Background: an optimization exercise with open tools, aiming at small area and a short achievable clock period. Do not read the settings as production practice.
For this run, only the layout was checked, not whether the RTL still works.
Power and IR drop assume default switching activity.

===== config.mk =====
export PLATFORM = sky130hd
export DESIGN_NAME = fp_add
export DESIGN_NICKNAME = fp_add
export VERILOG_FILES = /design/flow/design.v
export SDC_FILE = /design/flow/constraint.sdc
export NUM_CORES = 8
export LEC_CHECK = 0
export CAP_MARGIN = 20
export CORE_MARGIN = 2
export CORE_UTILIZATION = 40
export SLEW_MARGIN = 20

===== constraint.sdc =====
create_clock -name core_clock -period 12.5 [get_ports {clk}]
set_input_delay 2.5000 -clock core_clock [delete_from_list [all_inputs] [get_ports {clk}]]
set_output_delay 2.5000 -clock core_clock [all_outputs]
set_load 0.01 [all_outputs]

===== design.v =====
module fp_add #(
    parameter pDATA_WIDTH = 64,
    parameter pEXP_WIDTH  = 11,
    parameter pFRAC_WIDTH = 52
) (
    input  [(pDATA_WIDTH-1):0] in_A,
    input  [(pDATA_WIDTH-1):0] in_B,
    input                      clk,
    input                      rst_n,
    input                      in_valid,
    output [(pDATA_WIDTH-1):0] result,
    output                     out_valid
);
    reg v_in;
    always @(posedge clk or negedge rst_n)
        if (!rst_n) v_in <= 1'b0;
        else v_in <= in_valid;
    reg [63:0] A_in;
    always @(posedge clk) A_in <= in_A;
    reg [63:0] B_in;
    always @(posedge clk) B_in <= in_B;
    wire [10:0] ea_s0 = A_in[62:52];
    wire [10:0] eb_s0 = B_in[62:52];
    wire ha_s0 = |ea_s0;
    wire hb_s0 = |eb_s0;
    wire xa_s0 = &ea_s0;
    wire xb_s0 = &eb_s0;
    wire mza_s0 = ~|A_in[51:0];
    wire mzb_s0 = ~|B_in[51:0];
    wire nan_s0 = (xa_s0 & ~mza_s0) | (xb_s0 & ~mzb_s0) | (xa_s0 & xb_s0 & (A_in[63] ^ B_in[63]));
    wire inf_s0 = xa_s0 | xb_s0;
    wire isg_s0 = xa_s0 ? A_in[63] : B_in[63];
    wire swap_s0 = A_in[62:0] < B_in[62:0];
    wire [11:0] dab_s0 = {1'b0, ea_s0} - {1'b0, eb_s0};
    wire [10:0] dba_s0 = eb_s0 - ea_s0;
    wire [10:0] dd_s0 = dab_s0[11] ? dba_s0 : dab_s0[10:0];
    wire [5:0] sh_s0 = (|dd_s0[10:6]) ? 6'd63 : dd_s0[5:0];
    wire [52:0] bm_s0 = swap_s0 ? {hb_s0, B_in[51:0]} : {ha_s0, A_in[51:0]};
    wire [52:0] sm_s0 = swap_s0 ? {ha_s0, A_in[51:0]} : {hb_s0, B_in[51:0]};
    wire [10:0] be_s0 = swap_s0 ? eb_s0 : ea_s0;
    wire bs_s0 = swap_s0 ? B_in[63] : A_in[63];
    wire sub_s0 = A_in[63] ^ B_in[63];
    wire [55:0] al0_s1 = {sm_s0, 3'b000} >> sh_s0;
    wire [52:0] stkv_s1;
    genvar gi_1;
    for (gi_1 = 0; gi_1 < 53; gi_1 = gi_1 + 1) begin : g_stk_1
        assign stkv_s1[gi_1] = sm_s0[gi_1] & (sh_s0 >= gi_1 + 3);
    end
    wire [55:0] al_s1 = {al0_s1[55:1], |stkv_s1};
    reg v_b;
    always @(posedge clk or negedge rst_n)
        if (!rst_n) v_b <= 1'b0;
        else v_b <= v_in;
    reg [55:0] al_b;
    always @(posedge clk) al_b <= al_s1;
    reg [10:0] be_b;
    always @(posedge clk) be_b <= be_s0;
    reg [52:0] bm_b;
    always @(posedge clk) bm_b <= bm_s0;
    reg bs_b;
    always @(posedge clk) bs_b <= bs_s0;
    reg inf_b;
    always @(posedge clk) inf_b <= inf_s0;
    reg isg_b;
    always @(posedge clk) isg_b <= isg_s0;
    reg nan_b;
    always @(posedge clk) nan_b <= nan_s0;
    reg sub_b;
    always @(posedge clk) sub_b <= sub_s0;
    wire [56:0] sum_s2 = {1'b0, bm_b, 3'b000} + ({1'b0, al_b} ^ {57{sub_b}}) + {56'd0, sub_b};
    wire z5_s3 = ~|sum_s2[56:25];
    wire [56:0] n1_s3 = z5_s3 ? {sum_s2[24:0], 32'd0} : sum_s2;
    wire z4_s3 = ~|n1_s3[56:41];
    wire [56:0] n2_s3 = z4_s3 ? {n1_s3[40:0], 16'd0} : n1_s3;
    reg v_n1;
    always @(posedge clk or negedge rst_n)
        if (!rst_n) v_n1 <= 1'b0;
        else v_n1 <= v_b;
    reg [10:0] be_n1;
    always @(posedge clk) be_n1 <= be_b;
    reg bs_n1;
    always @(posedge clk) bs_n1 <= bs_b;
    reg inf_n1;
    always @(posedge clk) inf_n1 <= inf_b;
    reg isg_n1;
    always @(posedge clk) isg_n1 <= isg_b;
    reg [56:0] n2_n1;
    always @(posedge clk) n2_n1 <= n2_s3;
    reg nan_n1;
    always @(posedge clk) nan_n1 <= nan_b;
    reg z4_n1;
    always @(posedge clk) z4_n1 <= z4_s3;
    reg z5_n1;
    always @(posedge clk) z5_n1 <= z5_s3;
    wire z3_s4 = ~|n2_n1[56:49];
    wire [56:0] n3_s4 = z3_s4 ? {n2_n1[48:0], 8'd0} : n2_n1;
    wire z2_s4 = ~|n3_s4[56:53];
    wire [56:0] n4_s4 = z2_s4 ? {n3_s4[52:0], 4'd0} : n3_s4;
    wire z1_s5 = ~|n4_s4[56:55];
    wire [56:0] n5_s5 = z1_s5 ? {n4_s4[54:0], 2'd0} : n4_s4;
    wire z0_s5 = ~n5_s5[56];
    wire [56:0] n6_s5 = z0_s5 ? {n5_s5[55:0], 1'd0} : n5_s5;
    wire [5:0] lz_s5 = {z5_n1, z4_n1, z3_s4, z2_s4, z1_s5, z0_s5};
    wire zero_s5 = ~n6_s5[56];
    wire [10:0] e1_s5 = be_n1 + 11'd1 - {5'd0, lz_s5};
    wire [52:0] mant_s5 = n6_s5[56:4];
    wire rup_s5 = n6_s5[3] & (n6_s5[4] | |n6_s5[2:0]);
    wire [53:0] mr_s6 = {1'b0, mant_s5} + {53'd0, rup_s5};
    wire [10:0] e2_s6 = e1_s5 + {10'd0, mr_s6[53]};
    wire [63:0] res_s6 = nan_n1 ? 64'h7FF0000000000001 :
                         inf_n1 ? {isg_n1, 11'h7FF, 52'd0} :
                         zero_s5 ? 64'd0 : {bs_n1, e2_s6, mr_s6[51:0]};
    reg v_o;
    always @(posedge clk or negedge rst_n)
        if (!rst_n) v_o <= 1'b0;
        else v_o <= v_n1;
    reg [63:0] res_o;
    always @(posedge clk) res_o <= res_s6;
    assign result = res_o;
    assign out_valid = v_o;
endmodule

===== run.sh =====
#!/bin/bash
# synth_recipe.tcl (not shown) runs the flow's synth.tcl, then flattens the netlist and writes it again
# the make line also repeats each setting of config.mk as NAME=value (left out here)
make -C /OpenROAD-flow-scripts/flow DESIGN_CONFIG=/design/flow/config.mk WORK_HOME=/design/flow/orfs CLKGATE_MAP_FILE= SYNTH_SCRIPT=/design/flow/synth_recipe.tcl finish

==> flow_summary.ini <==
[min_path]
worstHoldPathType = register to register

[floorplan]
die_w_um = 261
die_area_mm2 = 0.0682
die_h_um = 261
rows = 94
start_util = 0.403
core_area_mm2 = 0.0656
ios = 196

[pwr]
power_mw = 6.30
pwr-share-comb = 0.497
clock_power_share = 0.221
p_switching_mw = 2.76
leakage_nw = 12.5
p_seq_frac = 0.281
p_sw_frac = 0.438
vdd_drop_max_v = 0.000100
power_density_mw_per_mm2 = 206
internal_power_mw = 3.54

[cells_and_area]
layout-drive-gt1-share = 0.0706
layout_common_cells = dfxtp_1, nand2_1, nor2_1
stdcell_count = 4304
nets = 3682
nFillCells = 6557
diodes = 0
final_common_cell = dfxtp_1
areaGrowthSynthToFinish_pct = 15.6
fin_util = 0.465

[run]
drv_cap = 0

[sta]
finalCritPeriodShare = 0.593
grt_setup_unrepaired = no
fin_worst_skew_ns = 0.0189
final_hold_viol_count = 0
fmax_ghz = 0.135
period_needed_ns = 7.41
maxSlewHeadroom = 0.167
tightest_slew_ns = 1.23
setup_violations = 0
finalMaxSlewViolations = 0
fin_tns_setup_ns = 0

[global_route]
grt_pass1_vias = 24000
grt_start_max_net_pins = 85
grt_overflow = 0
grt_pass1_wl_um = 155000
gr-usage-all-layers = 0.301
antenna_found_initial = 2

[clock_tree]
cts_root_buffer = clkbuf_16
htreeDepth = 2
cts_tree = built
cts_resized = 0
clock_path_buffers = 3
postCtsHoldBufs = 0
clkSinkCount = 395
cts_inserted_buffers = 45
post_cts_buffers = 0
clkSlewWorstSetupHoldPaths_ns = 0.06
clock_latency_ns = 0.59

[route]
vias_per_cell = 6.00
detail-route-antenna-nets = 0
drt_iter0_drc = 3093
drc_errors = 0
drt_pre_antenna_iters = 6
via_count = 25800
wl_per_cell_um = 24.4
totalWireLength_um = 105000

[synth]
yosys_warnings = 1
syn_nets = 3596
synth.distinct_cells = 97
synth_area_leaders = dfxtp_1, mux2i_1, ha_1
syn_avg_cell_area_um2 = 7.97
synth_top_cell_area_share = 0.296
synth-seq-cells = 395
synth_cells = 3318
netlist_area_mm2 = 0.0264
synth_edf_count = 0
synth_seq_area_share = 0.300
synth_top_cell_by_area = dfxtp_1
ys.flop_type = dfxtp_1
async_flop_share = 0.0101

[place]
dp_hpwl_um = 83000
place.gp.congestion = 1.03
place_inst = 4221
io_buffers = 195

[critical_path]
cp_max_fo = 50
critical_path.most_common_cell = nor2_1
crit_slowest_cell = a2111oi_1
r2r_setup_slack_ns = 5.09
critical_path.endpoint_type = register
timing.critical_path.arrival_ns = 7.84
start_kind = register
cp.required_ns = 12.93
cpPeakStageDelay_ns = 0.92
crit_type = register to register

[outcome]
status = complete, no violations
-- worst max-delay path, delay by kind of cell, from the launching register on --
family | cells | cell delay, ns
buffers and inverters | 4 | 1.09
AOI/OAI and AO/OA | 10 | 2.65
adders and majority gates | 3 | 0.73
and+or+nand+nor | 10 | 2.09
xor gates and xnor gates | 1 | 0.13
DFF | 1 | 0.53
-- layer usage --
metal	global-route usage	up-vias	share of wire
li1	-	12200	-
met5	0	-	0.00012
met3	0.0373	292	0.070
met2	0.479	1267	0.44
met1	0.386	12000	0.42
met4	0.191	2	0.073
-- state kept, by name, indices dropped and copies added, names as in the netlist, 11 cells and up --
name,count
res_o,64
al_b,56
B_in,64
bm_b,53
be_b,11
be_n1,11
n2_n1,57
A_in,64
-- metrics by stage --
step	hold WS, ns	worst slack, ns	instance area [um2]
6_report	0.324	5.09	30500
2_1_floorplan	0.310	6.82	26400
3_3_place_gp	0.311	5.30	29000
3_5_place_dp	0.312	5.14	29000
4_1_cts	0.325	5.11	30500
5_1_grt	0.329	4.53	30500
-- final cells by class --
class	count	area [um2]	area share
Inverter	125	469	0.0154
Clock inverter	26	312	0.0102
Sequential cell	395	7930	0.260
Clock buffer	57	1270	0.0417
Tap cell	864	1080	0.0354
Multi-Input combinational cell	2608	17300	0.566
Timing Repair Buffer	229	2210	0.0723
-- logic make-up (layout without fill, tap and decap cells) --
| kind of cell | Yosys count | count (layout) | share of synthesized area |
|---|---|---|---|
| compound gates | 965 | 965 | 0.232 |
| xor+xnor | 154 | 154 | 0.0510 |
| fa+ha+maj | 148 | 148 | 0.0711 |
| buf+inv | 315 | 437 | 0.0495 |
| flops | 395 | 395 | 0.300 |
| mux | 261 | 261 | 0.104 |
| simple gates | 1080 | 1080 | 0.193 |
-- synthesized netlist by cell type, types with 11 or more instances --
library cell	count
and2_1	18
a31oi_1	36
mux2_2	77
nor2b_1	16
xor2_1	99
a221oi_1	12
o21ai_0	252
a211oi_1	55
nor2_1	336
o211ai_1	42
a22oi_1	29
inv_1	124
a21o_1	52
and4_1	15
o21a_1	32
buf_2	29
o221ai_1	11
nand2_1	345
o31ai_1	14
ha_1	143
buf_1	21
nor4_1	38
and3_1	35
or3_1	17
dfxtp_1	391
o21bai_1	23
xnor2_1	55
nor3_1	66
nand4_1	60
nand3_1	65
nand2b_1	11
mux2i_1	181
clkbuf_1	126
o22ai_1	59
a21oi_1	237
-- final timing paths --
path / startpoint / depth (start not counted) / end
worst max-delay path: n2_n1[45]$_DFF_P_ / 28 / res_o[61]$_SDFF_PP1_
worst min register to register: be_b[6]$_DFF_P_ / 0 / be_n1[6]$_DFF_P_
max in group asynchronous: rst_n / 1 / v_in$_DFF_PN0_
worst min-delay path: be_b[6]$_DFF_P_ / 0 / be_n1[6]$_DFF_P_
min in group asynchronous: rst_n / 1 / v_o$_DFF_PN0_
worst max register to register: n2_n1[45]$_DFF_P_ / 28 / res_o[61]$_SDFF_PP1_
-- power groups by stage --
| stage | Sequential (mW) | Clock [mW] | Combinational (mW) |
|---|---|---|---|
| 5_1_grt | 1.80 | 1.48 | 3.39 |
| 2_1_floorplan | 1.73 | 0 | 2.03 |
| 3_3_place_gp | 1.80 | 0 | 3.07 |
| 4_1_cts | 1.77 | 1.43 | 3.08 |
| 6_report | 1.77 | 1.40 | 3.13 |
| 3_5_place_dp | 1.80 | 0 | 3.06 |

-- re-timing with driven ports --
The flow's constraints put no driver on any port. The routed layout listed below was extracted and timed again, unchanged, in two steps. Step 1: set_driving_cell puts a clkbuf_16 on clk and a buf_2 on each other input, an assumption about the parent block. Step 2, shift: input delay + t, output delay - t, t = (earliest + latest rising clock arrival at the registers) / 2. This alone moves slack from input paths to output paths. Three values: no drivers, after step 1, after step 2; two values: the first two.
shift t [ns]: 0.643
setup slack, ns: 5.087 / 5.087 / 5.087
worst data-port slew with drivers (ns): 0.12
After both steps this run still meets setup and hold. For this run, drivers alone change the setup slack by 0.000 ns; drivers and shift together by 0.000 ns.
